This design comes from an exercise in tuning for small area on the open sky130 flow, not from production work. In this exercise RTL edits were held to simulation tests only and were not proved equivalent to the original. Power is estimated from default activity; no workload was simulated.

$ cat design/flow/flow/run.sh
#!/bin/bash
# Standard ORFS layout (the standard.sh, standard synthesis unchanged), with
# two placement/CTS options changed:
#  - port buffers use sky130_fd_sc_hd__buf_1 instead of the resizer's default pick
#    (every input and output port still gets its own buffer);
#  - clock tree built from clkbuf_8 cells, without dummy loads.
set -euo pipefail
export BUFFER_PORTS_ARGS="-buffer_cell sky130_fd_sc_hd__buf_1"
export CTS_ARGS="-sink_clustering_enable -repair_clock_nets -dont_use_dummy_load -root_buf sky130_fd_sc_hd__clkbuf_8 -buf_list sky130_fd_sc_hd__clkbuf_4"
bash standard.sh finish > flow_make.log 2>&1
$ cat design/flow/standard.sh
#!/bin/bash
# synth_recipe.tcl (not shown) runs the flow's synth.tcl, then flattens the netlist and writes it again
# the make line also repeats each setting of config.mk as NAME=value (left out here)
make -C /OpenROAD-flow-scripts/flow DESIGN_CONFIG=/design/flow/config.mk WORK_HOME=/design/flow/orfs CLKGATE_MAP_FILE= SYNTH_SCRIPT=/design/flow/synth_recipe.tcl "${@:-finish}"
$ cat design/flow/config.mk
export PLATFORM = sky130hd
export DESIGN_NAME = Neuron
export DESIGN_NICKNAME = Neuron
export VERILOG_FILES = /design/flow/design.v
export SDC_FILE = /design/flow/constraint.sdc
export NUM_CORES = 4
export LEC_CHECK = 0
export CAP_MARGIN = 20
export CORE_MARGIN = 2
export CORE_UTILIZATION = 65
export PLACE_DENSITY = 0.75
export SLEW_MARGIN = 20
$ cat design/flow/constraint.sdc
create_clock -name core_clock -period 22.0 [get_ports {CLOCK_50}]
set_input_delay 4.4000 -clock core_clock [delete_from_list [all_inputs] [get_ports {CLOCK_50}]]
set_output_delay 4.4000 -clock core_clock [all_outputs]
set_load 0.01 [all_outputs]
$ cat design/flow/design.v
module Neuron(
	input CLOCK_50,
	input [1:0] KEY,
	input [3:0] SW,
	input [3:0] GPIO_0,
	output [7:0] LED,
	output [3:0] GPIO_1,
	output [17:0] V_OUT,
	output [17:0] W_OUT,
	output [17:0] SPIKE_COUNT
);
	reg [17:0] v, w;
	reg [17:0] spike_counter;
	reg [5:0] count;
	reg [3:0] led_sw;
	reg [1:0] led_lo;
	reg gpio1_r;
	reg [17:0] acc;      
	reg [17:0] qr;       
	reg wrap;            
	assign V_OUT = v;
	assign W_OUT = w;
	assign SPIKE_COUNT = spike_counter;
	assign LED = {1'b0, led_sw, 1'b0, led_lo};
	assign GPIO_1 = {3'b000, gpio1_r};
	wire rst = ~KEY[0];
	wire upd = (count == 6'd63);
	wire g = GPIO_0[0];
	wire [17:0] h = {v[17], v[17:1]};           
	wire [17:0] I = (led_sw[0] ? 18'h00400 : 18'h0) - (led_sw[1] ? 18'h00400 : 18'h0)
	              + (led_sw[2] ? 18'h00800 : 18'h0) + (led_sw[3] ? 18'h00800 : 18'h0);
	wire q15 = qr[17];
	wire b1 = (count == 6'd18) ? qr[17] : qr[0];    
	reg [1:0] bsel;    
	reg m;             
	reg m0mask;        
	reg inv, cin, shift;
	always @* begin
		bsel = 2'd0; m = 1'b0; m0mask = 1'b0; inv = 1'b0; cin = 1'b0; shift = 1'b0;
		case (count)
			6'd0, 6'd1, 6'd2, 6'd3, 6'd4, 6'd5, 6'd6, 6'd7,
			6'd8, 6'd9, 6'd10, 6'd11, 6'd12, 6'd13, 6'd14, 6'd15: begin
				m = b1; shift = 1'b1;
			end
			6'd16: m = b1;
			6'd17, 6'd18: begin m = b1; inv = 1'b1; cin = 1'b1; end
			6'd19, 6'd20, 6'd21, 6'd22, 6'd23, 6'd24, 6'd25,
			6'd26, 6'd27, 6'd28, 6'd29, 6'd30, 6'd31, 6'd32: begin
				m = qr[0]; inv = 1'b1; cin = 1'b1; shift = 1'b1;
			end
			6'd33: begin m = qr[0]; inv = 1'b1; cin = 1'b1; end
			6'd34: begin bsel = 2'd1; m0mask = 1'b1; inv = 1'b1; cin = 1'b1; shift = 1'b1; end
			6'd35: begin
				m = ~q15; m0mask = 1'b1; inv = q15 & v[1] & ~w[1];
				cin = w[1] & ~(q15 & v[1]); shift = 1'b1;
			end
			6'd36: begin m = q15; inv = 1'b1; cin = 1'b1; end
			6'd37: bsel = 2'd2;
			6'd38, 6'd39, 6'd40, 6'd41: shift = 1'b1;
			6'd42: begin m = 1'b1; cin = v[0]; end
			6'd43: m = 1'b1;
			6'd44, 6'd45: m = 1'b1;
			6'd46: begin bsel = 2'd1; m0mask = 1'b1; inv = 1'b1; cin = 1'b1; shift = 1'b1; end
			6'd47, 6'd48, 6'd49, 6'd50, 6'd51, 6'd52, 6'd53, 6'd54, 6'd55: shift = 1'b1;
			6'd56: bsel = 2'd1;
			6'd63: bsel = 2'd3;
			default: ;
		endcase
	end
	reg [17:0] bsrc;
	always @* begin
		case (bsel)
			2'd0: bsrc = {h[17:1] & {17{m}}, h[0] & m & ~m0mask};
			2'd1: bsrc = {w[17:1], w[0] & ~m0mask};
			2'd2: bsrc = I;
			default: bsrc = {{4{g & ~wrap}}, {8{g}}, 6'd0};
		endcase
	end
	wire [17:0] bx = bsrc ^ {18{inv}};
	wire [18:0] S;
	wire [18:0] cy;
	genvar gi;
	generate for (gi = 0; gi < 18; gi = gi + 1) begin : add
		wire ci = (gi == 0) ? cin : cy[gi-1];
		assign S[gi] = acc[gi] ^ bx[gi] ^ ci;
		assign cy[gi] = (acc[gi] & bx[gi]) | (ci & (acc[gi] ^ bx[gi]));
	end endgenerate
	assign S[18] = acc[17] ^ bx[17] ^ cy[17];
	function [17:0] inc18(input [17:0] a, input c);
		integer i;
		reg cc;
		begin
			cc = c;
			for (i = 0; i < 18; i = i + 1) begin
				inc18[i] = a[i] ^ cc;
				cc = a[i] & cc;
			end
		end
	endfunction
	wire [17:0] vnew = S[17:0];
	wire spk = (vnew[17:15] == 3'b001);
	wire [17:0] count_inc = inc18({12'd0, count}, 1'b1);
	always @(posedge CLOCK_50) begin
		count <= count_inc[5:0];
		spike_counter <= inc18(spike_counter, upd & spk) & {18{~rst}};
		if (rst) begin
			count <= 6'd0;
			led_sw <= SW;
			v <= 18'h32148;
			w <= 18'h3C9BB;
		end else if (upd) begin
			v <= vnew;
			w <= qr;
			led_lo[1] <= g;
			led_lo[0] <= spike_counter[17];
			gpio1_r <= spk;
		end
	end
	always @(posedge CLOCK_50) begin
		if (rst || upd || count == 6'd43)
			acc <= 18'd0;
		else if (count == 6'd62)
			acc <= qr;
		else if (count == 6'd18)
			acc <= 18'h0FFFF;
		else if (shift)
			acc <= S[18:1];
		else
			acc <= S[17:0];
		if (rst)
			qr <= 18'h32148;
		else if (upd || count == 6'd18 || count == 6'd43 || count == 6'd62)
			qr <= S[17:0];
		else
			qr <= {qr[0], qr[17:1]};
		if (count == 6'd42)
			wrap <= (acc[13:6] == 8'h80);
	end
endmodule
==> reports/metrics.cfg, run 1 <==
[place]
portBuffers = 67
postPlaceCellArea_um2 = 5620
gp_congestion = 0.865
place_hpwl_um = 8220

[worst_setup_path]
reg2reg_depth = 46
crit_path_end_kind = flop
cp.depth = 46
cp_max_fo = 36
crit_slowest_cell = a211oi_4
arrival_ns = 13.93
worst-setup-path-type = flop to flop
crit_buf_inv = 2
cp_common_cell = ha_1
cp-start-kind = flop
slowest_delay_ns = 0.76
crit_family = adder cells
ff2ff_setup_slack_ns = 8.31
cp.required_ns = 22.24

[logic_synthesis]
netlist_area_um2 = 5380
synth_edf_count = 8
synth_seq_cells = 104
seq_area_frac_synth = 0.402
yosys_warnings = 1
synthArstFlopShare = 0
synth.most_common_cell = dfxtp_1
syn_inst = 559
netlist.area_leader.share = 0.358
ys_types = 59
yosysTopAreaCell = dfxtp_1
synth_common_cells = dfxtp_1 (96), nand2_1 (69), nor2_1 (36)
ys.flop_type = dfxtp_1
synth_area_leaders = dfxtp_1 (36%), fa_1 (7.4%), ha_1 (6.1%)
syn_avg_cell_area_um2 = 9.62

[cells_and_area]
nets = 659
syn_to_final_growth_pct = 6.77
final_util = 0.706
fillers = 667
drive_above_1_share = 0.0783
num_antenna_cells = 0
fin_area_um2 = 5740

[floorplanning]
die_area_um2 = 9010
die_y_um = 94.9
io_pins = 77
core_um2 = 8130
initial_utilization = 0.661
num_rows = 33
dieWidth_um = 94.9

[hold_path]
hold_path_depth = 1
hp-class = flop to flop

[sta]
fin_crit_sh = 0.622
finClkSkew_ns = 0.0316
period_needed_ns = 13.69
maxSlewHeadroom = 0.380
finalSetupTns_ns = 0
hold_viol = 0
worst_pin_slew_ns = 0.931
slew_violations = 0
rsz0062_at_grt = false
fmaxAchievable_ghz = 0.0731
setup_viol = 0

[global_route]
grt-ovfl-total = 0
grt_pass1_vias = 3979
grt_use_total = 0.291
grt_pass1_wl_um = 19900
antenna_found_initial = 0
grt_max_degree = 48

[clock_network]
cts_hold_buffers = 0
cts-root-buf = clkbuf_8
cts_buffers = 9
cts_setup_buffers = 0
cts.sinks = 104
clk_pin_slew_ns = 0.07
cts_resized = 0
htree_levels = 3
ctsLongestPathBuffers = 2
clkLatencyLatePin_ns = 0.37
tritoncts = done

[routing]
num_vias = 4232
drtIter0Drc = 311
wire_per_inst_um = 17.5
ant_nets = 0
firstDrtPassIters = 8
routed_wl_um = 12300
drc = 0
viasPerCell = 6.00

[run]
drv_cap = 0

[status]
outcome = timing/DRC/antenna clean

[power]
leakage_uw = 0.00225
p_per_area_nw_per_um2 = 61.8
power_uw = 355
ir_drop_v = 0.0000351

-- power breakdown --
part | switching, µW | internal (µW)
Combinational | 32.5 | 23.8
Clock | 57.9 | 36.9
Sequential | 5.13 | 198
Total | 95.5 | 259
-- cell usage in the layout, fill, tap and decap left out, types with 2 or more instances in the layout --
cell type,netlist,routed
conb_1,1,5
edfxtp_1,8,8
or3_1,3,3
fa_1,20,20
a21oi_1,15,14
dfxtp_1,96,96
buf_1,4,66
o211ai_1,8,8
nor4_1,2,2
ha_1,26,26
and2_1,25,25
a22oi_1,5,5
o32a_1,2,2
clkbuf_8,0,9
a2bb2oi_1,2,2
mux2i_1,20,20
nand2_1,69,69
o21ai_0,12,12
and4_1,2,2
a222oi_1,5,5
a21boi_0,2,2
o2bb2ai_2,2,2
xnor2_1,8,8
buf_4,7,7
o221a_2,16,16
a31oi_1,3,3
a211oi_1,23,23
nand2b_1,4,4
nor2_1,36,35
nor2b_1,3,3
nand3_1,16,16
or2_2,2,2
a221oi_1,4,4
o21bai_1,2,2
nor3_1,5,5
xor2_1,14,14
inv_1,32,32
-- final timing paths --
path | start | endpoint
worst min register to register | count[0] | count[0]
worst min-delay path | count[0] | count[0]
worst max register to register | count[0] | spike_counter[16]
worst max-delay path | count[0] | spike_counter[16]
-- metrics by stage --
stage / std cells / worst slack (ns) / hold slack (ns)
2_1_floorplan: 563 / 8.78 / 0.418
3_3_place_gp: 696 / 8.33 / 0.427
3_5_place_dp: 696 / 8.17 / 0.443
4_1_cts: 705 / 8.34 / 0.461
5_1_grt: 705 / 7.74 / 0.493
6_report: 705 / 8.31 / 0.457
-- sequential cells by signal (all words and copies together), names as in the netlist --
register and count:
wrap 1, count 6, w 18, gpio1_r 1
v 18, acc 18, qr 18, led_lo 2
led_sw 4, spike_counter 18
-- final cells by class --
type                            instances  area [µm²]  share of cell area
Tap cell                              105         131              0.0229
Multi-Input combinational cell        380        2890               0.504
Timing Repair Buffer                   74         305              0.0532
Sequential cell                       104        2160               0.377
Clock buffer                            9         124              0.0216
Inverter                               33         124              0.0216
-- metal layers --
metal / share of wire / global-route usage / vias to the layer above
met3: 0.066 / 0.0519 / 14
li1: - / - / 2018
met5: 0 / 0 / -
met4: 0.012 / 0.0797 / 0
met2: 0.49 / 0.483 / 156
met1: 0.43 / 0.392 / 2044
-- cell families after synthesis --
kind of cell,after synthesis,synth area share
AOI/OAI and AO/OA,114,0.172
xor gates and xnor gates,22,0.0358
adders and majority gates,46,0.135
buffers and inverters,79,0.0652
DFF,104,0.402
muxes,21,0.0393
other,1,0.000698
and+or+nand+nor,172,0.150
==> inputs of run 2 (changes only) <==
--- a/design/flow/flow/run.sh
+++ b/design/flow/flow/run.sh
@@ -6,5 +6,5 @@
 #  - clock tree built from clkbuf_8 cells, without dummy loads.
 set -euo pipefail
 export BUFFER_PORTS_ARGS="-buffer_cell sky130_fd_sc_hd__buf_1"
-export CTS_ARGS="-sink_clustering_enable -repair_clock_nets -dont_use_dummy_load -root_buf sky130_fd_sc_hd__clkbuf_8 -buf_list sky130_fd_sc_hd__clkbuf_4"
+export CTS_ARGS="-sink_clustering_enable -repair_clock_nets -dont_use_dummy_load -buf_list sky130_fd_sc_hd__clkbuf_8"
 bash standard.sh finish > flow_make.log 2>&1
==> run 2 against run 1 <==
Still clean. First-iteration DRC count unchanged. Utilization unchanged. Sequential share of layout area unchanged. Wire length unchanged. Final cell count unchanged. Worst setup slack unchanged. Critical path depth unchanged. Cell area unchanged. Critical endpoint unchanged. Largest power group unchanged.
==> reports/metrics.cfg, run 2 <==
[sta]
finClkSkew_ns = 0.0316
hold_viol = 0
finalSetupTns_ns = 0
slew_violations = 0
setup_viol = 0
period_needed_ns = 13.69
fin_crit_sh = 0.622
setup_ws_ns = 8.31
rsz0062_at_grt = false
maxSlewHeadroom = 0.380
fmaxAchievable_ghz = 0.0731
worst_pin_slew_ns = 0.931

[floorplanning]
dieWidth_um = 94.9
io_pins = 77
initial_utilization = 0.661
core_um2 = 8130
num_rows = 33
die_area_um2 = 9010
die_y_um = 94.9

[routing]
num_vias = 4232
routed_wl_um = 12300
wire_per_inst_um = 17.5
drtIter0Drc = 311
viasPerCell = 6.00
firstDrtPassIters = 8
ant_nets = 0
drc = 0

[clock_network]
clk_pin_slew_ns = 0.07
cts_setup_buffers = 0
cts_buffers = 9
cts.sinks = 104
cts-root-buf = clkbuf_8
cts_resized = 0
tritoncts = done
ctsLongestPathBuffers = 2
clkLatencyLatePin_ns = 0.37
htree_levels = 3
cts_hold_buffers = 0

[worst_setup_path]
crit_slowest_cell = a211oi_4
crit_buf_inv = 2
cp.required_ns = 22.24
crit_path_end_kind = flop
cp_max_fo = 36
slowest_delay_ns = 0.76
arrival_ns = 13.93
crit_family = adder cells
cp-start-kind = flop
worst-setup-path-type = flop to flop
reg2reg_depth = 46
r2r_start = count[0]
reg2reg_to = spike_counter[16]
ff2ff_setup_slack_ns = 8.31
cp_common_cell = ha_1

[cells_and_area]
drive_above_1_share = 0.0783
num_antenna_cells = 0
final_common_cell = dfxtp_1
most-common-layout-cells = dfxtp_1 (96), nand2_1 (69), buf_1 (66)
multiInputGateArea_um2 = 2890
syn_to_final_growth_pct = 6.77
nets = 659
seq_area_um2 = 2160
fillers = 667

[power]
pwr-share-seq = 0.574
power_uw = 355
ir_drop_v = 0.0000351
pwr-share-clk = 0.267
p_per_area_nw_per_um2 = 61.8
combPwrFrac = 0.159
swShare = 0.269
switchingPower_uw = 95.5
p_int_uw = 259
leakage_uw = 0.00225

[global_route]
antenna_found_initial = 0
grt_pass1_vias = 3979
grt-ovfl-total = 0
grt_pass1_wl_um = 19900
grt_use_total = 0.291
grt_max_degree = 48

[logic_synthesis]
ys_types = 59
synth_area_leaders = dfxtp_1 (36%), fa_1 (7.4%), ha_1 (6.1%)
syn_avg_cell_area_um2 = 9.62
yosys_warnings = 1
seq_area_frac_synth = 0.402
netlist.area_leader.share = 0.358
syn_inst = 559
yosysTopAreaCell = dfxtp_1
synth_seq_cells = 104
synth.most_common_cell = dfxtp_1
synth_common_cells = dfxtp_1 (96), nand2_1 (69), nor2_1 (36)
synthArstFlopShare = 0
synth_edf_count = 8
ys.flop_type = dfxtp_1
netlist_area_um2 = 5380

[run]
drv_cap = 0

[hold_path]
min_from = count[0]
hold_path_depth = 1
min_to = count[0]
hp-class = flop to flop

[place]
gp_congestion = 0.865
place_hpwl_um = 8220
post-place-ws_ns = 8.17
portBuffers = 67

[status]
outcome = timing/DRC/antenna clean

run 2: cell families after synthesis:
family	Yosys count	synth area share
other	1	0.000698
adder cells (fa/ha/maj)	46	0.135
flip-flops	104	0.402
multiplexers	21	0.0393
AO/OA/AOI/OAI	114	0.172
buffers and inverters	79	0.0652
AND/OR/NAND/NOR	172	0.150
XOR/XNOR	22	0.0358
run 2: worst reg2reg max path, delay by kind of cell (launching register included):
kind / cells / cell delay, ns
fa+ha+maj: 35 / 10.21
flops: 1 / 0.34
buf+inv: 2 / 0.13
simple gates: 6 / 1.73
compound gates: 2 / 0.93
xor+xnor: 1 / 0.22
run 2: final cells by class:
cell class | instances | area share
multi-input combinational | 380 | 0.504
sequential | 104 | 0.377
timing repair buffer | 74 | 0.0532
tap | 105 | 0.0229
clock buffer | 9 | 0.0216
inverter | 33 | 0.0216
run 2: how the worst max path moves through the flow:
stage                   start           endpoint  slack, ns  cells past startpoint
floorplan           GPIO_0[0]  spike_counter[16]       8.78                     37
global placement    GPIO_0[0]  spike_counter[17]       8.33                     39
detailed placement  GPIO_0[0]  spike_counter[17]       8.17                     39
CTS                  count[0]  spike_counter[16]       8.34                     47
global route         count[0]  spike_counter[17]       7.74                     48
finish               count[0]  spike_counter[16]       8.31                     46
run 2: layer usage:
metal | global-route usage | up-vias | share of wire
li1 | - | 2018 | -
met1 | 0.392 | 2044 | 0.43
met2 | 0.483 | 156 | 0.49
met3 | 0.0519 | 14 | 0.066
met4 | 0.0797 | 0 | 0.012
met5 | 0 | - | 0
run 2: power groups by stage:
stage               Clock, µW  Combinational, µW  Sequential [µW]
floorplan                   0               44.5              206
global placement            0               53.3              208
detailed placement          0               55.3              208
CTS                      96.7               55.9              204
global route              103               62.4              205
finish                   94.8               56.4              204
run 2: stage by stage:
step           cells  utilization  hold WS [ns]  instance area, µm²
2_1_floorplan    563            -         0.418                5390
3_3_place_gp     696        0.690         0.427                5620
3_5_place_dp     696        0.690         0.443                5620
4_1_cts          705        0.706         0.461                5740
5_1_grt          705        0.706         0.493                5740
6_report         705        0.706         0.457                5740
==> inputs of run 3 (changes only) <==
--- a/design/flow/config.mk
+++ b/design/flow/config.mk
@@ -7,6 +7,5 @@
 export LEC_CHECK = 0
 export CAP_MARGIN = 20
 export CORE_MARGIN = 2
-export CORE_UTILIZATION = 65
-export PLACE_DENSITY = 0.75
+export CORE_UTILIZATION = 40
 export SLEW_MARGIN = 20
==> run 3 against run 2 <==
Utilization is 26 points lower. Power is 0.12% lower. Combinational power is 2% lower. Largest power group unchanged. Synthesized cell count stayed put. Final cell count is 9.9% higher. Die area is 60% higher. Critical path depth is 2 higher. Still clean.
==> reports/metrics.cfg, run 3 <==
[routing]
wl_met3_um = 688
drtIter0Drc = 435
drc = 0
num_vias = 4165
ant_nets = 0
dr_wl_met2_um = 6380
wire_per_inst_um = 16.6
routed_wl_um = 12900
firstDrtPassIters = 6
wl_met1_um = 5620
viasPerCell = 5.37
top_layer = met4

[clock_network]
clkLatencyLatePin_ns = 0.37
ctsLongestPathBuffers = 2
cts-root-buf = clkbuf_8
cts_hold_buffers = 0
cts_buffers = 9
cts_resized = 0
cts_setup_buffers = 0
cts.sinks = 104
htree_levels = 3
clk_pin_slew_ns = 0.09
tritoncts = done

[global_route]
grt_pass1_wl_um = 20800
grt_use_total = 0.184
grt-ovfl-total = 0
grt_pass1_vias = 4120
antenna_found_initial = 0
grt_max_degree = 49

[cells_and_area]
final_common_cell = dfxtp_1
syn_to_final_growth_pct = 8.36
num_antenna_cells = 0
most-common-layout-cells = dfxtp_1 (96), nand2_1 (69), buf_1 (66)
drive_above_1_share = 0.0785
nets = 658

[logic_synthesis]
yosys_warnings = 1
ys.flop_type = dfxtp_1
yosysTopAreaCell = dfxtp_1
synth_area_leaders = dfxtp_1 (36%), fa_1 (7.4%), ha_1 (6.1%)
synthArstFlopShare = 0
syn_avg_cell_area_um2 = 9.62
synth_edf_count = 8
netlist.area_leader.share = 0.358
netlist_area_um2 = 5380
synth_common_cells = dfxtp_1 (96), nand2_1 (69), nor2_1 (36)
syn_inst = 559
synth_seq_cells = 104
seq_area_frac_synth = 0.402
synth.most_common_cell = dfxtp_1
ys_types = 59

[sta]
finalSetupTns_ns = 0
setup_ws_ns = 8.21
fin_crit_sh = 0.627
setup_viol = 0
worst_pin_slew_ns = 0.950
maxSlewHeadroom = 0.367
fmaxAchievable_ghz = 0.0725
period_needed_ns = 13.79
finClkSkew_ns = 0.0160
hold_viol = 0
rsz0062_at_grt = false
slew_violations = 0

[worst_setup_path]
slowest_delay_ns = 0.59
reg2reg_depth = 48
ff2ff_setup_slack_ns = 8.21
worst-setup-path-type = flop to flop
cp_max_fo = 19
cp.required_ns = 22.24
crit_path_end_kind = flop
cp-start-kind = flop
crit_slowest_cell = or2_2
arrival_ns = 14.03

[floorplanning]
core_um2 = 13200
die_y_um = 120
dieWidth_um = 120
io_pins = 77
initial_utilization = 0.408
die_area_um2 = 14400
num_rows = 42

[power]
p_per_area_nw_per_um2 = 60.8
ir_drop_v = 0.0000250
leakage_uw = 0.00225

[place]
post-place-ws_ns = 8.17
portBuffers = 67
place_hpwl_um = 8550
gp_congestion = 0.857

[status]
outcome = timing/DRC/antenna clean

[hold_path]
hold_path_depth = 1
hp-class = flop to flop

[run]
drv_cap = 0

[run 3: cell counts after synthesis]
Identical to the previous run, type by type.
[run 3: final timing paths]
kind,from,to
setup / recovery,count[0],spike_counter[17]
hold reg to reg,count[0],count[0]
setup reg to reg,count[0],spike_counter[17]
hold / removal,count[0],count[0]
[run 3: final cells by class]
cell class	instances	area, µm²
clock buffers	9	124
fillers	1299	7370
inverters	33	124
multi-input cells	380	2900
flip-flops and latches	104	2160
well taps	176	220
repair buffers	73	298
[run 3: power by group]
part	leakage (µW)	internal, µW	switching, µW
combinational	0.00132	23.7	31.9
clock	0.0000647	36.9	58.4
sequential	0.000857	198	5.14
total	0.00225	259	95.4
[run 3: worst max-delay path, delay by kind of cell, from the launching register on]
family                   cells  cell delay [ns]
adder cells (fa/ha/maj)     36            10.66
AND/OR/NAND/NOR              5             1.53
AO/OA/AOI/OAI                2             0.50
XOR/XNOR                     2             0.41
flip-flops                   1             0.39
buffers and inverters        3             0.21
[run 3: logic make-up (layout without fill, tap and decap cells)]
| logic type | Yosys count | count (layout) | synth area share |
|---|---|---|---|
| simple gates | 172 | 172 | 0.150 |
| buf+inv | 79 | 115 | 0.0652 |
| xor+xnor | 22 | 22 | 0.0358 |
| fa+ha+maj | 46 | 46 | 0.135 |
| other cells | 1 | 5 | 0.000698 |
| mux | 21 | 21 | 0.0393 |
| compound gates | 114 | 114 | 0.172 |
| flops | 104 | 104 | 0.402 |
[run 3: layer usage]
metal / track usage / up-vias
met5: 0 / -
met4: 0.0603 / 0
met3: 0.0304 / 17
met2: 0.312 / 116
met1: 0.238 / 2024
li1: - / 2008
[run 3: per-stage QoR]
stage / instances / hold WS [ns] / utilization / power (µW) / instance area, µm²
3_3_place_gp: 766 / 0.430 / 0.432 / 262 / 5700
2_1_floorplan: 563 / 0.418 / - / 251 / 5390
4_1_cts: 775 / 0.465 / 0.442 / 357 / 5820
3_5_place_dp: 766 / 0.448 / 0.432 / 263 / 5700
6_report: 775 / 0.462 / 0.442 / 354 / 5820
5_1_grt: 775 / 0.498 / 0.442 / 371 / 5820
==> inputs of run 4 (changes only) <==
==> design/flow/flow/run.sh (replaced) <==
#!/bin/bash
set -euo pipefail
here=$(cd "$(dirname "$0")" && pwd)
rm -rf scripts_area
cp -r "$FLOW_HOME/scripts" scripts_area
cp "$here/abc_area.script" scripts_area/abc_speed.script
export BUFFER_PORTS_ARGS="-buffer_cell sky130_fd_sc_hd__buf_1"
export CTS_ARGS="-sink_clustering_enable -repair_clock_nets -dont_use_dummy_load -buf_list sky130_fd_sc_hd__clkbuf_8"
bash standard.sh "SCRIPTS_DIR=$PWD/scripts_area" "ADDER_MAP_FILE=" finish > flow_make.log 2>&1
==> design/flow/flow/abc_area.script (new file) <==
strash
&get -n
&deepsyn -T 60
&put
dch -f
amap -m -F 2
strash
dch -f
amap -m -F 2
strash
dch -f
amap -m -F 2
topo
==> run 4 against run 3 <==
Non-clock buffer count down 2. Synthesized area is 15% lower. Die area shrank 15%. First-iteration DRC count is 14% lower. Utilization up 2.4 points. Combinational power rose to 2.6 times the previous value. Final cell count increased by 2.6%. Critical endpoint unchanged.
==> reports/metrics.cfg, run 4 <==
[worst_setup_path]
worst-setup-path-type = flop to flop
cp_max_fo = 15
ff2ff_setup_slack_ns = 10.20
cp-start-kind = flop
r2r_start = count[0]
cp_common_cell = nor2_1
reg2reg_depth = 69
crit_path_end_kind = flop
slowest_delay_ns = 0.67
crit_slowest_cell = nor2_1
cp.required_ns = 22.31
arrival_ns = 12.11
reg2reg_to = spike_counter[17]

[global_route]
antenna_found_initial = 0
grt_use_total = 0.206
grt_pass1_vias = 4029
grt_max_degree = 32
grt-ovfl-total = 0
grt_pass1_wl_um = 20400

[power]
swShare = 0.355
pwr-share-seq = 0.495
combPwrFrac = 0.302
p_per_area_nw_per_um2 = 92.5
p_int_uw = 305
pwr-share-clk = 0.203
ir_drop_v = 0.0000375
leakage_uw = 0.00188
switchingPower_uw = 168

[run]
drv_cap = 0

[clock_network]
cts.sinks = 104
cts-root-buf = clkbuf_8
clkLatencyLatePin_ns = 0.38
clk_pin_slew_ns = 0.09
cts_hold_buffers = 0
cts_buffers = 9
tritoncts = done
cts_resized = 0
cts_setup_buffers = 0
ctsLongestPathBuffers = 2
htree_levels = 3

[status]
outcome = timing/DRC/antenna clean

[cells_and_area]
num_antenna_cells = 0
syn_to_final_growth_pct = 12.2
nets = 668
instances_no_fill = 795
fin_area_um2 = 5120
final_common_cell = nor2_1
fillers = 1116
drive_above_1_share = 0.0214
most-common-layout-cells = nor2_1 (119), dfxtp_1 (96), buf_1 (67)

[logic_synthesis]
syn_inst = 577
synth_area_leaders = dfxtp_1 (42%), nor2_1 (9.8%), a21oi_1 (5.8%)
synthSimpleGateAreaFrac = 0.193
synth_xor_area_frac = 0
synth_common_cells = nor2_1 (119), dfxtp_1 (96), clkinv_1 (63)
synthMuxAreaShare = 0
ys_types = 32
synth.most_common_cell = nor2_1
synth_top_family_by_area = compound AO/OA/AOI/OAI gates
yosys_warnings = 1
ys.flop_type = dfxtp_1
seq_area_frac_synth = 0.474
netlist.area_leader.share = 0.421
syn_avg_cell_area_um2 = 7.91
synth_fa_ha_area_frac = 0
synthArstFlopShare = 0
synth_compound_area_frac = 0.271
yosysTopAreaCell = dfxtp_1
netlist_area_um2 = 4560
synth_edf_count = 8
synth_seq_cells = 104

[place]
place_inst = 786
post-place-ws_ns = 10.55
place_hpwl_um = 8670
portBuffers = 67
gp_congestion = 0.884
postPlaceCellArea_um2 = 4990

[sta]
fin_crit_sh = 0.536
finClkSkew_ns = 0.0173
period_needed_ns = 11.80
setup_viol = 0
fmaxAchievable_ghz = 0.0848
maxSlewHeadroom = 0.349
finalSetupTns_ns = 0
slew_violations = 0
worst_pin_slew_ns = 0.977
setup_ws_ns = 10.20
rsz0062_at_grt = false
hold_viol = 0

[floorplanning]
num_rows = 38
io_pins = 77
die_area_um2 = 12300
die_y_um = 111
initial_utilization = 0.415
dieWidth_um = 111
core_um2 = 11000

[routing]
wire_per_inst_um = 15.4
dr_wl_met2_um = 5430
wl_met3_um = 722
viasPerCell = 5.44
ant_nets = 0
wl_met1_um = 5880
routed_wl_um = 12200
drtIter0Drc = 373
top_layer = met4
num_vias = 4322
drc = 0
firstDrtPassIters = 5

[hold_path]
min_to = acc[2]
hp-class = flop to flop
min_from = qr[2]
hold_path_depth = 2

[run 4: cell count changes after synthesis, sizes merged, moves of 22 or more]
cell	delta
clkbuf	-23
clkinv	+63
nor2	+83
a21oi	+38
ha	-26
o22ai	+28
inv	-33
nand2	-31
o21ai	+29
and2	-22
[run 4: through the flow]
stage | utilization | hold slack [ns] | total power [µW]
after floorplan | - | 0.430 | 345
after global routing | 0.466 | 0.492 | 504
after detailed placement | 0.454 | 0.455 | 380
after CTS | 0.465 | 0.467 | 474
after global placement | 0.454 | 0.450 | 378
final | 0.466 | 0.460 | 473
[run 4: how the worst max path moves through the flow]
stage              start                 to  cells after the start
2_1_floorplan  GPIO_0[0]  spike_counter[17]                     41
4_1_cts         count[0]  spike_counter[17]                     69
3_3_place_gp    count[0]  spike_counter[17]                     69
6_report        count[0]  spike_counter[17]                     69
5_1_grt         count[0]  spike_counter[17]                     69
3_5_place_dp    count[0]  spike_counter[17]                     69
[run 4: power groups by stage]
| stage | registers (µW) | clock network, µW | logic, µW |
|---|---|---|---|
| 2_1_floorplan | 234 | 0 | 111 |
| 3_3_place_gp | 239 | 0 | 139 |
| 3_5_place_dp | 239 | 0 | 141 |
| 4_1_cts | 234 | 98.4 | 141 |
| 5_1_grt | 238 | 106 | 161 |
| 6_report | 234 | 96.2 | 143 |
[run 4: critical path, delay by kind of cell (launching register included)]
kind / cells / cell delay [ns]
AO/OA/AOI/OAI: 17 / 2.36
buffers and inverters: 4 / 1.17
AND/OR/NAND/NOR: 48 / 7.71
flip-flops: 1 / 0.47
[run 4: layout make-up]
type	instances	area, µm²	area share
multi-input cells	408	2140	0.418
inverters	63	236	0.0462
well taps	140	175	0.0342
repair buffers	71	282	0.0550
clock buffers	9	124	0.0242
flip-flops and latches	104	2160	0.423
[run 4: logic make-up after synthesis]
group / after synthesis
AO/OA/AOI/OAI: 195
buffers and inverters: 69
flip-flops: 104
other: 1
AND/OR/NAND/NOR: 208
[run 4: routing by layer]
| layer | up-vias | GRT usage |
|---|---|---|
| met5 | - | 0 |
| met3 | 20 | 0.0476 |
| li1 | 2217 | - |
| met2 | 132 | 0.313 |
| met1 | 1953 | 0.283 |
| met4 | 0 | 0.0850 |
==> inputs of run 5 (changes only) <==
==> design/flow/flow/run.sh (replaced) <==
#!/bin/bash
set -euo pipefail
here=$(cd "$(dirname "$0")" && pwd)
rm -rf scripts_area
cp -r "$FLOW_HOME/scripts" scripts_area
cp "$here/abc_area.script" scripts_area/abc_speed.script
export BUFFER_PORTS_ARGS="-buffer_cell sky130_fd_sc_hd__buf_1"
export CTS_ARGS="-sink_clustering_enable -repair_clock_nets -dont_use_dummy_load -buf_list sky130_fd_sc_hd__clkbuf_8"
bash standard.sh "SCRIPTS_DIR=$PWD/scripts_area" finish > flow_make.log 2>&1
==> run 5 against run 4 <==
Synthesized cell count decreased by 12%. Still clean. Critical path type unchanged. Via count decreased by 8.5%. Final cell count decreased by 8.2%. Synthesized area increased by 3.2%. Die area increased by 3.1%. Combinational power decreased by 58%.
==> reports/metrics.cfg, run 5 <==
[logic_synthesis]
synth_seq_cells = 104
netlist.area_leader.share = 0.408
synth.most_common_cell = dfxtp_1
synth_area_leaders = dfxtp_1 (41%), fa_1 (8.5%), ha_1 (6.9%)
syn_inst = 507
synthArstFlopShare = 0
netlist_area_um2 = 4710
yosys_warnings = 1
yosysTopAreaCell = dfxtp_1
synth_common_cells = dfxtp_1 (96), clkinv_1 (82), nor2_1 (63)
ys.flop_type = dfxtp_1
ys_types = 29
syn_avg_cell_area_um2 = 9.28
seq_area_frac_synth = 0.459
synth_edf_count = 8

[sta]
setup_ws_ns = 8.03
worst_pin_slew_ns = 0.924
finalSetupTns_ns = 0
finClkSkew_ns = 0.0133
setup_viol = 0
fmaxAchievable_ghz = 0.0716
hold_viol = 0
maxSlewHeadroom = 0.380
slew_violations = 0
period_needed_ns = 13.97
fin_crit_sh = 0.635
rsz0062_at_grt = false

[worst_setup_path]
reg2reg_to = spike_counter[16]
crit_start = count[2]
worstSetupEndpoint = spike_counter[16]
reg2reg_depth = 55
slowest_delay_ns = 0.49
worst-setup-path-type = flop to flop
arrival_ns = 14.20
cp-start-kind = flop
cp.required_ns = 22.23
cp_max_fo = 13
ff2ff_setup_slack_ns = 8.03
crit_slowest_cell = dfxtp_1
crit_path_end_kind = flop
cp_common_cell = fa_1
r2r_start = count[2]

[clock_network]
clkLatencyLatePin_ns = 0.37
cts_setup_buffers = 0
cts.sinks = 104
ctsLongestPathBuffers = 2
cts_hold_buffers = 0
clk_pin_slew_ns = 0.08
cts_resized = 0
tritoncts = done
cts-root-buf = clkbuf_8
htree_levels = 3
cts_buffers = 9

[cells_and_area]
final_common_cell = dfxtp_1
drive_above_1_share = 0.0256
syn_to_final_growth_pct = 12.1
fin_area_um2 = 5280
most-common-layout-cells = dfxtp_1 (96), clkinv_1 (82), buf_1 (67)
nets = 646
num_antenna_cells = 0

[power]
leakage_uw = 0.00193
p_per_area_nw_per_um2 = 69.2
ir_drop_v = 0.0000287

[routing]
wire_per_inst_um = 16.4
drc = 0
routed_wl_um = 12000
num_vias = 3956
viasPerCell = 5.42
drtIter0Drc = 323
firstDrtPassIters = 7
ant_nets = 0

[place]
postPlaceCellArea_um2 = 5150
post-place-ws_ns = 8.07
gp_congestion = 0.969
place_hpwl_um = 8430
portBuffers = 67

[hold_path]
hold_path_depth = 1
min_from = count[0]
hp-class = flop to flop

[floorplanning]
num_rows = 39
dieWidth_um = 112
io_pins = 77
die_area_um2 = 12700
initial_utilization = 0.410
core_um2 = 11500
die_y_um = 112

[global_route]
grt_max_degree = 31
grt_pass1_wl_um = 19400
antenna_found_initial = 0
grt_pass1_vias = 3824
grt_use_total = 0.196
grt-ovfl-total = 0

[run]
drv_cap = 0

[status]
outcome = timing/DRC/antenna clean

run 5: final cells by class:
| cell class | count | area [µm²] |
|---|---|---|
| tap | 143 | 179 |
| clock buffer | 9 | 124 |
| multi-input combinational | 319 | 2210 |
| timing repair buffer | 73 | 297 |
| fill | 1145 | 6190 |
| inverter | 82 | 308 |
| sequential | 104 | 2160 |
run 5: worst max-delay path: cells and delay by family, from the launching register on:
family,cells,cell delay [ns]
adders and majority gates,35,10.25
DFF,1,0.49
AOI/OAI and AO/OA,7,0.68
and+or+nand+nor,7,1.32
buffers and inverters,6,1.08
run 5: how the worst min path moves through the flow:
stage	end	slack (ns)
floorplan	count[0]	0.42
global placement	count[0]	0.44
detailed placement	count[0]	0.45
CTS	count[0]	0.47
global route	w[12]	0.50
finish	count[0]	0.47
run 5: kinds of logic (layout without fill, tap and decap cells):
group | after synthesis | in the layout | share of synthesized area
compound gates | 141 | 141 | 0.192
fa+ha+maj | 46 | 46 | 0.154
buf+inv | 88 | 164 | 0.0750
flops | 104 | 104 | 0.459
other cells | 1 | 5 | 0.000797
simple gates | 127 | 127 | 0.119
run 5: per-layer routing:
layer  global-route usage  part of all wire  wire length, µm
met1                0.259              0.46             5470
met2                0.311              0.47             5610
met3               0.0448             0.055              656
met4               0.0780             0.019              225
met5                    0                 0                0
run 5: metrics by stage:
step | total power, µW | util | std cells | hold slack [ns]
after floorplan | 256 | - | 511 | 0.421
after global placement | 273 | 0.449 | 721 | 0.441
after detailed placement | 274 | 0.449 | 721 | 0.451
after CTS | 367 | 0.460 | 730 | 0.470
after global routing | 385 | 0.460 | 730 | 0.503
final | 365 | 0.460 | 730 | 0.466
run 5: power breakdown:
part / switching (µW) / total (µW) / internal (µW)
Sequential: 7.34 / 210 / 203
Combinational: 38.9 / 60.5 / 21.7
Clock: 57.7 / 94.6 / 36.8
==> inputs of run 6 (changes only) <==
--- a/design/flow/flow/run.sh
+++ b/design/flow/flow/run.sh
@@ -1,4 +1,11 @@
 #!/bin/bash
+# Standard ORFS layout (the standard.sh) with three changes in how the
+# layout is made:
+#  - ABC maps the logic with an area-oriented script (abc_area.script
+#    beside this file) instead of ORFS's delay-oriented one; the rest of the
+#    standard synthesis (synth_recipe.tcl, registers, flattening) is unchanged;
+#  - port buffers use sky130_fd_sc_hd__buf_1 (every port still gets one);
+#  - the clock tree is built from clkbuf_8 cells without dummy loads.
 set -euo pipefail
 here=$(cd "$(dirname "$0")" && pwd)
 rm -rf scripts_area
==> design/flow/flow/abc_area.script (replaced) <==
strash
dch -f
amap
strash
dch -f
amap
topo
==> run 6 against run 5 <==
Still clean. Worst setup slack lost 0.34 ns. Utilization is 0.47 points higher. Sequential cell count stayed put. Register-to-register slack got worse by 0.34 ns. Highest routed layer unchanged.
==> reports/metrics.cfg, run 6 <==
[status]
outcome = timing/DRC/antenna clean

[logic_synthesis]
yosysTopAreaCell = dfxtp_1
synth_compound_area_frac = 0.196
ys_types = 31
synth_edf_count = 8
synth_common_cells = dfxtp_1 (96), clkinv_1 (71), nor2_1 (63)
syn_avg_cell_area_um2 = 8.91
ys.flop_type = dfxtp_1
synth_seq_cells = 104
synth.most_common_cell = dfxtp_1
netlist.area_leader.share = 0.387
synthSimpleGateAreaFrac = 0.159
synth_xor_area_frac = 0
netlist_area_um2 = 4970
synthArstFlopShare = 0
synthMuxAreaShare = 0
syn_inst = 558
synth_fa_ha_area_frac = 0.146
seq_area_frac_synth = 0.435
synth_area_leaders = dfxtp_1 (39%), fa_1 (8.1%), ha_1 (6.5%)
synth_top_family_by_area = compound AO/OA/AOI/OAI gates
yosys_warnings = 1

[global_route]
antenna_found_initial = 0
grt_use_total = 0.205
grt-ovfl-total = 0
grt_pass1_vias = 4139
grt_max_degree = 43
grt_pass1_wl_um = 21300

[power]
p_per_area_nw_per_um2 = 63.3
p_int_uw = 256
ir_drop_v = 0.0000297
combPwrFrac = 0.157
pwr-share-clk = 0.271
pwr-share-seq = 0.571
switchingPower_uw = 98.7
swShare = 0.278
leakage_uw = 0.00201

[routing]
num_vias = 4387
viasPerCell = 5.42
ant_nets = 0
firstDrtPassIters = 8
drc = 0
wire_per_inst_um = 15.8
drtIter0Drc = 309
routed_wl_um = 12800

[worst_setup_path]
cp_max_fo = 26
crit_slowest_cell = clkinv_1
crit_start = count[0]
ff2ff_setup_slack_ns = 7.69
crit_path_end_kind = flop
worst-setup-path-type = flop to flop
slowest_delay_ns = 0.55
reg2reg_to = spike_counter[16]
r2r_start = count[0]
reg2reg_depth = 53
arrival_ns = 14.56
cp-start-kind = flop
worstSetupEndpoint = spike_counter[16]
cp.required_ns = 22.25

[clock_network]
cts_hold_buffers = 0
clkLatencyLatePin_ns = 0.37
clk_pin_slew_ns = 0.09
cts_setup_buffers = 0
cts-root-buf = clkbuf_8
cts_resized = 0
ctsLongestPathBuffers = 2
cts.sinks = 104
cts_buffers = 9
htree_levels = 3
tritoncts = done

[sta]
slew_violations = 0
fmaxAchievable_ghz = 0.0699
rsz0062_at_grt = false
period_needed_ns = 14.31
maxSlewHeadroom = 0.395
worst_pin_slew_ns = 0.907
finalSetupTns_ns = 0
finClkSkew_ns = 0.0181
setup_viol = 0
hold_viol = 0
fin_crit_sh = 0.651

[cells_and_area]
num_antenna_cells = 0
final_util = 0.465
multiInputGateArea_um2 = 2520
seq_area_um2 = 2160
fillers = 1189
syn_to_final_growth_pct = 12.8
nets = 700
most-common-layout-cells = dfxtp_1 (96), clkinv_1 (71), buf_1 (67)
final_common_cell = dfxtp_1
drive_above_1_share = 0.0328

[floorplanning]
die_area_um2 = 13300
num_rows = 40
die_y_um = 115
core_um2 = 12100
dieWidth_um = 115
initial_utilization = 0.412
io_pins = 77

[place]
gp_congestion = 0.819
portBuffers = 67
place_hpwl_um = 8830

[run]
drv_cap = 0

[hold_path]
hp-class = flop to flop

[run 6: cell count changes after synthesis, sizes merged, moves of 11 or more]
cell	previous run	this run
clkinv	82	71
nor3	7	21
nand2	26	52
a211oi	2	24
o22ai	28	12
[run 6: layer usage]
metal	up-vias	global-route usage	routed length (µm)
met5	-	0	0
met4	0	0.0843	240
met3	20	0.0303	970
met2	180	0.322	5790
met1	2077	0.286	5810
li1	2110	-	-
[run 6: how the worst min path moves through the flow]
stage,cells after the start,end,from
after floorplan,1,count[0],count[0]
after global placement,1,count[0],count[0]
after detailed placement,1,count[0],count[0]
after CTS,2,acc[10],qr[10]
after global routing,2,acc[9],qr[9]
final,2,acc[10],qr[10]
[run 6: metrics by stage]
stage | hold WS [ns] | area [µm²] | instances | power, µW | worst slack, ns
2_1_floorplan | 0.421 | 4980 | 562 | 248 | 8.66
3_3_place_gp | 0.436 | 5480 | 800 | 262 | 7.88
3_5_place_dp | 0.455 | 5480 | 800 | 263 | 7.75
4_1_cts | 0.468 | 5600 | 809 | 358 | 7.71
5_1_grt | 0.495 | 5610 | 809 | 374 | 6.83
6_report | 0.469 | 5610 | 809 | 355 | 7.69
[run 6: layout make-up]
class / count / area share
Clock buffer: 9 / 0.0221
Inverter: 71 / 0.0475
Multi-Input combinational cell: 381 / 0.450
Sequential cell: 104 / 0.386
Tap cell: 168 / 0.0375
Timing Repair Buffer: 76 / 0.0569
[run 6: kinds of logic (layout without fill, tap and decap cells)]
| logic type | Yosys count | count (layout) |
|---|---|---|
| and+or+nand+nor | 179 | 179 |
| AOI/OAI and AO/OA | 151 | 151 |
| other | 1 | 5 |
| adders and majority gates | 46 | 46 |
| buffers and inverters | 77 | 156 |
| DFF | 104 | 104 |
[run 6: power groups by stage]
stage / combinational (µW) / clock, µW / sequential (µW)
after CTS: 55.7 / 99.1 / 203
final: 55.8 / 96.4 / 203
after global routing: 63.7 / 106 / 204
after floorplan: 41.6 / 0 / 207
after global placement: 54.6 / 0 / 207
after detailed placement: 55.3 / 0 / 207
[run 6: worst max-delay path, delay by kind of cell (launching register included)]
family | cells | cell delay (ns)
buf+inv | 5 | 1.02
compound gates | 3 | 0.46
flops | 1 | 0.40
simple gates | 9 | 1.76
fa+ha+maj | 36 | 10.57
==> inputs of run 7 (changes only) <==
==> design/flow/flow/abc_area.script (replaced) <==
strash
&get -n
&deepsyn -T 60
&put
dch -f
amap -m -F 2
strash
dch -f
amap -m -F 2
strash
dch -f
amap -m -F 2
topo
==> run 7 against run 6 <==
Hold slack worse by 0.0036 ns. Cell area is 5.9% lower. Non-clock buffer count shrank 3. Largest power group unchanged. Highest routed layer unchanged.
==> reports/metrics.cfg, run 7 <==
[status]
outcome = timing/DRC/antenna clean

[floorplanning]
initial_utilization = 0.410
dieWidth_um = 112
die_area_um2 = 12700
num_rows = 39
io_pins = 77
die_y_um = 112
core_um2 = 11500

[logic_synthesis]
synthArstFlopShare = 0
netlist_area_um2 = 4710
yosysTopAreaCell = dfxtp_1
yosys_warnings = 1
syn_inst = 507
netlist.area_leader.share = 0.408
synth_seq_cells = 104
ys_types = 29
synth_common_cells = dfxtp_1 (96), clkinv_1 (82), nor2_1 (63)
synth_area_leaders = dfxtp_1 (41%), fa_1 (8.5%), ha_1 (6.9%)
seq_area_frac_synth = 0.459
syn_avg_cell_area_um2 = 9.28
ys.flop_type = dfxtp_1
synth_edf_count = 8
synth.most_common_cell = dfxtp_1

[worst_setup_path]
cp_max_fo = 13
worst-setup-path-type = flop to flop
slowest_delay_ns = 0.49
cp_common_cell = fa_1
crit_buf_inv = 6
crit_slowest_cell = dfxtp_1
crit_family = adder cells
cp-start-kind = flop
crit_path_end_kind = flop
cp.required_ns = 22.23
arrival_ns = 14.20

[cells_and_area]
most-common-layout-cells = dfxtp_1 (96), clkinv_1 (82), buf_1 (67)
nets = 646
num_antenna_cells = 0
fillers = 1145
drive_above_1_share = 0.0256
final_common_cell = dfxtp_1
syn_to_final_growth_pct = 12.1
final_util = 0.460

[hold_path]
hp-class = flop to flop

[power]
leakage_uw = 0.00193
p_per_area_nw_per_um2 = 69.2
pwr-share-seq = 0.575
p_int_uw = 261
swShare = 0.285
switchingPower_uw = 104
ir_drop_v = 0.0000287
pwr-share-clk = 0.259
combPwrFrac = 0.166

[sta]
period_needed_ns = 13.97
fmaxAchievable_ghz = 0.0716
finClkSkew_ns = 0.0133
slew_violations = 0
hold_viol = 0
setup_viol = 0
setup_ws_ns = 8.03
rsz0062_at_grt = false
worst_pin_slew_ns = 0.924
finalSetupTns_ns = 0
fin_crit_sh = 0.635
maxSlewHeadroom = 0.380

[clock_network]
cts_buffers = 9
htree_levels = 3
ctsLongestPathBuffers = 2
tritoncts = done
cts_hold_buffers = 0
clkLatencyLatePin_ns = 0.37
cts_setup_buffers = 0
clk_pin_slew_ns = 0.08
cts-root-buf = clkbuf_8
cts_resized = 0
cts.sinks = 104

[global_route]
grt_use_total = 0.196
grt_pass1_vias = 3824
antenna_found_initial = 0
grt-ovfl-total = 0
grt_max_degree = 31
grt_pass1_wl_um = 19400

[routing]
viasPerCell = 5.42
drc = 0
num_vias = 3956
firstDrtPassIters = 7
drtIter0Drc = 323
routed_wl_um = 12000
wire_per_inst_um = 16.4
ant_nets = 0

[run]
drv_cap = 0

[place]
place_hpwl_um = 8430
post-place-ws_ns = 8.07
portBuffers = 67
gp_congestion = 0.969

## run 7: cell count changes after synthesis, moves of 3 or more
cell,change
a221oi_1,-4
a222oi_1,+4
o22ai_1,+16
nand2_1,-26
nor3_1,-14
a2111oi_0,+6
a31oi_1,-8
clkinv_1,+11
nand3_1,-8
a211oi_1,-22
a22oi_1,+3
## run 7: cell families (layout without fill, tap and decap cells)
group	count (synthesis)	count (layout)	synth area share
flip-flops	104	104	0.459
buffers and inverters	88	164	0.0750
other	1	5	0.000797
AO/OA/AOI/OAI	141	141	0.192
AND/OR/NAND/NOR	127	127	0.119
adder cells (fa/ha/maj)	46	46	0.154
## run 7: stage by stage
stage	hold WS (ns)	cells	total power [µW]	cell area [µm²]
3_5_place_dp	0.451	721	274	5150
5_1_grt	0.503	730	385	5280
6_report	0.466	730	365	5280
2_1_floorplan	0.421	511	256	4720
4_1_cts	0.470	730	367	5280
3_3_place_gp	0.441	721	273	5150
## run 7: final cells by class
class,count,area [µm²],area share
multi-input combinational,319,2210,0.418
clock buffer,9,124,0.0235
timing repair buffer,73,297,0.0562
sequential,104,2160,0.410
inverter,82,308,0.0583
tap,143,179,0.0339
## run 7: routing by layer
| layer | GRT usage | wire length (µm) | vias up |
|---|---|---|---|
| met5 | 0 | 0 | - |
| li1 | - | - | 1910 |
| met4 | 0.0780 | 225 | 0 |
| met3 | 0.0448 | 656 | 19 |
| met1 | 0.259 | 5470 | 1903 |
| met2 | 0.311 | 5610 | 124 |
## run 7: power by group through the flow
stage / clock network (µW) / registers [µW] / logic, µW
floorplan: 0 / 213 / 43.0
global placement: 0 / 214 / 58.7
detailed placement: 0 / 214 / 59.7
CTS: 97.2 / 210 / 60.1
global route: 105 / 212 / 67.7
finish: 94.6 / 210 / 60.5
## run 7: worst paths after layout
check | depth (start not counted) | slack [ns] | start | end
max | 55 | 8.03 | count[2] | spike_counter[16]
min | 1 | 0.47 | count[0] | count[0]
max reg2reg | 55 | 8.03 | count[2] | spike_counter[16]
min reg2reg | 1 | 0.47 | count[0] | count[0]
==> inputs of run 8 (changes only) <==
==> design/flow/flow/abc_area.script (replaced) <==
strash
&get -n
&dch -f
&put
amap -m -F 2
strash
dch -f
amap -m -F 2
strash
dch -f
amap -m -F 2
topo
==> run 8 against run 7 <==
Synthesized cell count grew 4.9%. Synthesized area increased by 3.7%. Final cell count increased by 4.0%.
==> reports/metrics.cfg, run 8 <==
[routing]
wire_per_inst_um = 17.5
num_vias = 4219
viasPerCell = 5.56
drtIter0Drc = 349
drc = 0
routed_wl_um = 13300
firstDrtPassIters = 5
ant_nets = 0

[floorplanning]
initial_utilization = 0.408
dieWidth_um = 114
io_pins = 77
core_um2 = 12000
num_rows = 40
die_y_um = 114
die_area_um2 = 13100

[worst_setup_path]
cp_max_fo = 4
crit_slowest_cell = a2111oi_0
crit_path_end_kind = flop
slowest_delay_ns = 0.74
worst-setup-path-type = flop to flop
cp.required_ns = 22.24
arrival_ns = 14.74
cp-start-kind = flop

[logic_synthesis]
ys.flop_type = dfxtp_1
yosysTopAreaCell = dfxtp_1
synth.most_common_cell = dfxtp_1
synth_edf_count = 8
netlist.area_leader.share = 0.394
synth_area_leaders = dfxtp_1 (39%), fa_1 (8.2%), ha_1 (6.7%)
ys_types = 32
synth_seq_cells = 104
syn_inst = 532
seq_area_frac_synth = 0.443
netlist_area_um2 = 4880
yosys_warnings = 1
syn_avg_cell_area_um2 = 9.18
synthArstFlopShare = 0
synth_common_cells = dfxtp_1 (96), clkinv_1 (70), nor2_1 (67)

[cells_and_area]
most-common-layout-cells = dfxtp_1 (96), clkinv_1 (70), nor2_1 (67), buf_1 (67), o22ai_1 (45)
drive_above_1_share = 0.0294
nets = 671
final_common_cell = dfxtp_1
fin_area_um2 = 5470
num_antenna_cells = 0
syn_to_final_growth_pct = 12.0

[global_route]
grt.met3_usage = 0.0386
antenna_found_initial = 0
grt_use_met2 = 0.330
grt_max_degree = 44
grt-ovfl-total = 0
grt-busiest-layer = met2
grt_pass1_wl_um = 21900
grt_use_total = 0.213
grt_pass1_vias = 4245
use_met1 = 0.297

[sta]
hold_viol = 0
setup_viol = 0
maxSlewHeadroom = 0.363
finClkSkew_ns = 0.0252
worst_pin_slew_ns = 0.952
finalSetupTns_ns = 0
period_needed_ns = 14.50
rsz0062_at_grt = false
slew_violations = 0
fin_crit_sh = 0.659
fmaxAchievable_ghz = 0.0690

[status]
outcome = timing/DRC/antenna clean

[power]
ir_drop_v = 0.0000389
leakage_uw = 0.00198
p_per_area_nw_per_um2 = 59.3

[clock_network]
cts_setup_buffers = 0
cts.sinks = 104
ctsLongestPathBuffers = 2
htree_levels = 3
cts-root-buf = clkbuf_8
cts_hold_buffers = 0
tritoncts = done
clkLatencyLatePin_ns = 0.37
clk_pin_slew_ns = 0.09
cts_buffers = 9
cts_resized = 0

[hold_path]
hp-class = flop to flop

[place]
portBuffers = 67
postPlaceCellArea_um2 = 5350
place_hpwl_um = 9190
gp_congestion = 0.862

[run]
drv_cap = 0

-- run 8: worst paths after layout --
kind | from | end | slack, ns | depth (start not counted)
setup / recovery | count[0] | spike_counter[16] | 7.50 | 55
hold / removal | qr[14] | w[14] | 0.47 | 2
setup reg to reg | count[0] | spike_counter[16] | 7.50 | 55
hold reg to reg | qr[14] | w[14] | 0.47 | 2
-- run 8: power by group --
group | switching, µW | internal (µW)
clock | 58.1 | 36.9
combinational | 20.9 | 10.3
sequential | 3.25 | 195
total | 82.2 | 242
-- run 8: through the flow --
stage	total power, µW	util	hold slack (ns)	setup WS (ns)	cells
2_1_floorplan	224	-	0.421	8.20	536
4_1_cts	328	0.457	0.476	7.58	759
5_1_grt	339	0.457	0.501	6.82	759
6_report	324	0.457	0.472	7.50	759
3_5_place_dp	234	0.447	0.461	7.71	750
3_3_place_gp	233	0.447	0.435	7.85	750
-- run 8: final cells by class --
type                    instances  area (µm²)
inverters                      70         263
repair buffers                 73         297
fillers                      1163        6490
well taps                     147         184
flip-flops and latches        104        2160
clock buffers                   9         124
multi-input cells             356        2440
-- run 8: routing by layer --
layer	wire length [µm]	part of all wire	up-vias
li1	-	-	2040
met1	6030	0.45	2007
met2	6100	0.46	151
met3	848	0.064	21
met4	310	0.023	0
met5	0	0	-
-- run 8: logic make-up after synthesis --
| kind of cell | after synthesis | synth area share |
|---|---|---|
| compound gates | 165 | 0.219 |
| fa+ha+maj | 46 | 0.149 |
| buf+inv | 76 | 0.0630 |
| flops | 104 | 0.443 |
| other cells | 1 | 0.000768 |
| simple gates | 140 | 0.126 |
-- run 8: worst max-delay path, delay by kind of cell, from the launching register on --
kind            cells  cell delay [ns]
simple gates        7             0.78
flops               1             0.40
compound gates      7             1.99
buf+inv             5             0.46
fa+ha+maj          36            10.74
==> inputs of run 9 (changes only) <==
==> design/flow/flow/run.sh (replaced) <==
#!/bin/bash
# Standard ORFS layout (the standard.sh) with these changes in how the
# layout is made:
#  - no ADDER_MAP_FILE, so full/half adders are not pre-mapped to fa/ha
#    cells and ABC maps that logic together with the rest;
#  - port buffers use sky130_fd_sc_hd__buf_1 (every port still gets one);
#  - the clock tree is built from clkbuf_8 cells without dummy loads.
set -euo pipefail
here=$(cd "$(dirname "$0")" && pwd)
rm -rf scripts_area
cp -r "$FLOW_HOME/scripts" scripts_area
cp "$here/abc_area.script" scripts_area/abc_speed.script
export BUFFER_PORTS_ARGS="-buffer_cell sky130_fd_sc_hd__buf_1"
export CTS_ARGS="-sink_clustering_enable -repair_clock_nets -dont_use_dummy_load -buf_list sky130_fd_sc_hd__clkbuf_8"
bash standard.sh "SCRIPTS_DIR=$PWD/scripts_area" "ADDER_MAP_FILE=" finish > flow_make.log 2>&1
==> design/flow/flow/abc_area.script (replaced) <==
strash
&get -n
&deepsyn -T 60
&put
dch -f
amap -m -F 2
strash
dch -f
amap -m -F 2
strash
dch -f
amap -m -F 2
topo
==> run 9 against run 8 <==
Still clean. Register-to-register slack better by 2.7 ns. Count of clock-buffer cells in the layout unchanged. Maximum frequency up 23%. Global-route usage down 0.71 points. Sequential share of layout area up 2.7 points. Utilization up 0.84 points. Non-clock buffer count down 2. Sequential power up 18%. Synthesized cell count up 8.5%. Synthesized area down 6.6%. Critical path type unchanged.
==> reports/metrics.cfg, run 9 <==
[floorplanning]
dieWidth_um = 111
die_y_um = 111
io_pins = 77
num_rows = 38
initial_utilization = 0.415
core_um2 = 11000
die_area_um2 = 12300

[global_route]
grt_use_total = 0.206
grt_pass1_vias = 4029
grt_max_degree = 32
grt_pass1_wl_um = 20400
grt-ovfl-total = 0
antenna_found_initial = 0

[logic_synthesis]
seq_area_frac_synth = 0.474
synthArstFlopShare = 0
synth_edf_count = 8
syn_inst = 577
yosys_warnings = 1
netlist_area_um2 = 4560
synth_area_leaders = dfxtp_1 (42%), nor2_1 (9.8%), a21oi_1 (5.8%)
synth.most_common_cell = nor2_1
syn_avg_cell_area_um2 = 7.91
synth_seq_cells = 104
yosysTopAreaCell = dfxtp_1
synth_common_cells = nor2_1 (119), dfxtp_1 (96), clkinv_1 (63)
netlist.area_leader.share = 0.421
ys.flop_type = dfxtp_1
ys_types = 32

[worst_setup_path]
cp.required_ns = 22.31
cp_common_cell = nor2_1
ff2ff_setup_slack_ns = 10.20
r2r_start = count[0]
crit_buf_inv = 4
crit_slowest_cell = nor2_1
worst-setup-path-type = flop to flop
crit_path_end_kind = flop
reg2reg_to = spike_counter[17]
reg2reg_depth = 69
cp_max_fo = 15
cp-start-kind = flop
arrival_ns = 12.11
crit_family = simple AND/OR/NAND/NOR gates
slowest_delay_ns = 0.67

[clock_network]
cts.sinks = 104
cts_resized = 0
clk_pin_slew_ns = 0.09
cts_setup_buffers = 0
clkLatencyLatePin_ns = 0.38
ctsLongestPathBuffers = 2
cts_buffers = 9
cts-root-buf = clkbuf_8
tritoncts = done
htree_levels = 3
cts_hold_buffers = 0

[sta]
fmaxAchievable_ghz = 0.0848
worst_pin_slew_ns = 0.977
finClkSkew_ns = 0.0173
finalSetupTns_ns = 0
rsz0062_at_grt = false
period_needed_ns = 11.80
maxSlewHeadroom = 0.349
slew_violations = 0
fin_hold_ws_ns = 0.460
hold_viol = 0
setup_viol = 0
fin_crit_sh = 0.536

[place]
portBuffers = 67
place_inst = 786
place_hpwl_um = 8670
gp_congestion = 0.884

[routing]
drtIter0Drc = 373
viasPerCell = 5.44
ant_nets = 0
routed_wl_um = 12200
wire_per_inst_um = 15.4
firstDrtPassIters = 5
num_vias = 4322
drc = 0

[cells_and_area]
num_antenna_cells = 0
final_util = 0.466
most-common-layout-cells = nor2_1 (119), dfxtp_1 (96), buf_1 (67)
instances_no_fill = 795
syn_to_final_growth_pct = 12.2
nets = 668
final_common_cell = nor2_1
drive_above_1_share = 0.0214
fillers = 1116

[status]
outcome = timing/DRC/antenna clean

[power]
p_per_area_nw_per_um2 = 92.5
leakage_uw = 0.00188
ir_drop_v = 0.0000375

[hold_path]
hold_path_depth = 2
min_from = qr[2]
hp-class = flop to flop
min_to = acc[2]

[run]
drv_cap = 0

[run 9: logic make-up after synthesis]
kind of cell,count (synthesis),share of synthesized area
flops,104,0.474
buf+inv,69,0.0617
other cells,1,0.000822
simple gates,208,0.193
compound gates,195,0.271
[run 9: area by class of cell]
class                   instances  area [µm²]  area share
flip-flops and latches        104        2160       0.423
inverters                      63         236      0.0462
well taps                     140         175      0.0342
multi-input cells             408        2140       0.418
clock buffers                   9         124      0.0242
repair buffers                 71         282      0.0550
[run 9: where the power goes]
part	switching [µW]	internal (µW)	total, µW
combinational	91.8	51.0	143
sequential	16.8	218	234
clock	59.3	36.8	96.2
total	168	305	473
[run 9: tightest hold or removal path, stage by stage, from the launching register on]
cell and delay, ns:
dfxtp_1 0.31, clkinv_1 0.07, a21oi_1 0.06
[run 9: worst max-delay path by stage]
stage	startpoint	to	cells after the start
5_1_grt	count[0]	spike_counter[17]	69
3_5_place_dp	count[0]	spike_counter[17]	69
6_report	count[0]	spike_counter[17]	69
3_3_place_gp	count[0]	spike_counter[17]	69
2_1_floorplan	GPIO_0[0]	spike_counter[17]	41
4_1_cts	count[0]	spike_counter[17]	69
[run 9: metrics by stage]
stage / setup WS, ns / area [µm²] / total power (µW)
floorplan: 12.44 / 4580 / 345
global placement: 10.73 / 4990 / 378
detailed placement: 10.55 / 4990 / 380
CTS: 10.46 / 5110 / 474
global route: 8.77 / 5120 / 504
finish: 10.20 / 5120 / 473
[run 9: layer usage]
metal	GRT usage	part of all wire	vias to the layer above
met1	0.283	0.48	1953
met3	0.0476	0.059	20
met4	0.0850	0.018	0
met2	0.313	0.44	132
met5	0	0	-
li1	-	-	2217
==> inputs of run 10 (changes only) <==
--- a/design/flow/design.v
+++ b/design/flow/design.v
@@ -44,7 +44,8 @@
 			end
 			6'd16: m = b1;
 			6'd17, 6'd18: begin m = b1; inv = 1'b1; cin = 1'b1; end
-			6'd19, 6'd20, 6'd21, 6'd22, 6'd23, 6'd24, 6'd25,
+			6'd19: begin m = qr[0]; inv = 1'b1; shift = 1'b1; end
+			6'd20, 6'd21, 6'd22, 6'd23, 6'd24, 6'd25,
 			6'd26, 6'd27, 6'd28, 6'd29, 6'd30, 6'd31, 6'd32: begin
 				m = qr[0]; inv = 1'b1; cin = 1'b1; shift = 1'b1;
 			end
@@ -55,7 +56,7 @@
 				cin = w[1] & ~(q15 & v[1]); shift = 1'b1;
 			end
 			6'd36: begin m = q15; inv = 1'b1; cin = 1'b1; end
-			6'd37: bsel = 2'd2;
+			6'd37: begin bsel = 2'd2; cin = 1'b1; end
 			6'd38, 6'd39, 6'd40, 6'd41: shift = 1'b1;
 			6'd42: begin m = 1'b1; cin = v[0]; end
 			6'd43: m = 1'b1;
@@ -117,12 +118,10 @@
 		end
 	end
 	always @(posedge CLOCK_50) begin
-		if (rst || upd || count == 6'd43)
+		if (rst || upd || count == 6'd18 || count == 6'd43)
 			acc <= 18'd0;
 		else if (count == 6'd62)
 			acc <= qr;
-		else if (count == 6'd18)
-			acc <= 18'h0FFFF;
 		else if (shift)
 			acc <= S[18:1];
 		else
==> run 10 against run 9 <==
Non-clock buffer count is 1 higher. Synthesized area shrank 0.82%. Power fell by 33%. Combinational power decreased by 85%.
==> reports/metrics.cfg, run 10 <==
[place]
place_hpwl_um = 8710
gp_congestion = 0.897
postPlaceCellArea_um2 = 4960
portBuffers = 67

[power]
switchingPower_uw = 77.9
p_int_uw = 238
pwr-share-seq = 0.627
p_per_area_nw_per_um2 = 62.2
pwr-share-clk = 0.305
swShare = 0.246
combPwrFrac = 0.068
leakage_uw = 0.00172
ir_drop_v = 0.0000403

[global_route]
grt_pass1_wl_um = 20300
grt-ovfl-total = 0
antenna_found_initial = 0

[sta]
fin_crit_sh = 0.470
hold_viol = 0
maxSlewHeadroom = 0.302
worst_pin_slew_ns = 1.04
finalSetupTns_ns = 0
fmaxAchievable_ghz = 0.0968
finClkSkew_ns = 0.0196
setup_viol = 0
period_needed_ns = 10.34

[worst_setup_path]
cp-start-kind = flop
cp_common_cell = nor2_1
ff2ff_setup_slack_ns = 11.66
crit_path_end_kind = flop
crit_slowest_cell = dfxtp_1
worst-setup-path-type = flop to flop
arrival_ns = 10.61
slowest_delay_ns = 0.41
cp.required_ns = 22.27

[clock_network]
htree_levels = 3
cts_setup_buffers = 0
ctsLongestPathBuffers = 2
clkLatencyLatePin_ns = 0.38
cts_buffers = 9
cts_resized = 0
cts.sinks = 104

[cells_and_area]
num_antenna_cells = 0
most-common-layout-cells = dfxtp_1 (96), nor2_1 (81), clkinv_1 (74)
syn_to_final_growth_pct = 12.4
fin_area_um2 = 5090
final_common_cell = dfxtp_1

[logic_synthesis]
synth_seq_cells = 104
synth_fa_ha_area_frac = 0
netlist.area_leader.share = 0.425
synth_common_cells = dfxtp_1 (96), nor2_1 (81), clkinv_1 (74)
yosysTopAreaCell = dfxtp_1
synth_area_leaders = dfxtp_1 (42%), nor2_1 (6.7%), o21ai_0 (6.4%)
ys.flop_type = dfxtp_1
synthMuxAreaShare = 0
ys_types = 34
synth.most_common_cell = dfxtp_1
syn_avg_cell_area_um2 = 7.92
yosys_warnings = 1
synth_xor_area_frac = 0
netlist_area_um2 = 4520
synth_top_family_by_area = compound AO/OA/AOI/OAI gates
synthSimpleGateAreaFrac = 0.187

[floorplanning]
dieWidth_um = 110
die_y_um = 110
initial_utilization = 0.414
num_rows = 38

[routing]
ant_nets = 0
drc = 0
viasPerCell = 5.49

[run]
drv_cap = 0

[status]
outcome = timing/DRC/antenna clean

[run 10: cell types whose count changed in the layout (fill, tap and decap cells not counted), moves of 5 or more]
cell	delta
o22ai_1	+7
a2111oi_0	-7
nor2_1	-38
a22oi_1	+13
clkinv_1	+11
a221oi_1	-5
a21o_1	-13
nand2_1	+22
o21ai_0	+17
a21oi_1	-20
[run 10: worst max-delay path: cells and delay by family, from the launching register on]
family | cells | cell delay, ns
buffers and inverters | 4 | 0.78
AO/OA/AOI/OAI | 23 | 4.00
flip-flops | 1 | 0.41
AND/OR/NAND/NOR | 29 | 5.01
[run 10: final timing paths]
| check | from | endpoint | cells after the start |
|---|---|---|---|
| setup / recovery | count[1] | spike_counter[17] | 56 |
| hold / removal | qr[11] | w[11] | 2 |
| setup reg to reg | count[1] | spike_counter[17] | 56 |
| hold reg to reg | qr[11] | w[11] | 2 |
[run 10: kinds of logic (layout without fill, tap and decap cells)]
group           after synthesis  count (layout)
flops                       104             104
other cells                   1               5
buf+inv                      80             155
simple gates                198             198
compound gates              188             188
[run 10: through the flow]
step           power (µW)  cells  hold WS [ns]  worst slack (ns)  utilization
2_1_floorplan         218    575         0.433             12.58            -
3_3_place_gp          223    781         0.458             11.71        0.454
3_5_place_dp          224    781         0.454             11.52        0.454
4_1_cts               319    790         0.465             11.78        0.465
5_1_grt               329    790         0.487             10.26        0.465
6_report              316    790         0.461             11.66        0.465
[run 10: power groups by stage]
stage          Sequential, µW  Clock, µW  Combinational, µW
6_report                  198       96.5               21.5
5_1_grt                   199        105               24.3
4_1_cts                   198       99.9               21.3
3_5_place_dp              203          0               21.2
3_3_place_gp              203          0               20.7
2_1_floorplan             202          0               15.4
[run 10: layout make-up]
class / instances / area [µm²]
inverters: 74 / 278
repair buffers: 72 / 289
multi-input cells: 391 / 2060
clock buffers: 9 / 124
flip-flops and latches: 104 / 2160
fillers: 1123 / 5850
well taps: 140 / 175
[run 10: per-layer routing]
metal,track usage,part of all wire,vias up
met5,0,0,-
met3,0.0470,0.071,23
met2,0.361,0.45,156
met4,0.0946,0.023,0
met1,0.282,0.45,1961
li1,-,-,2196

Setup slack of run 10, layout unchanged: 11.664 ns with ideal ports, 11.664 ns with driving cells assumed (clock clkbuf_16, inputs buf_2), 11.454 ns with port delays also shifted by the 0.406 ns mid clock arrival.
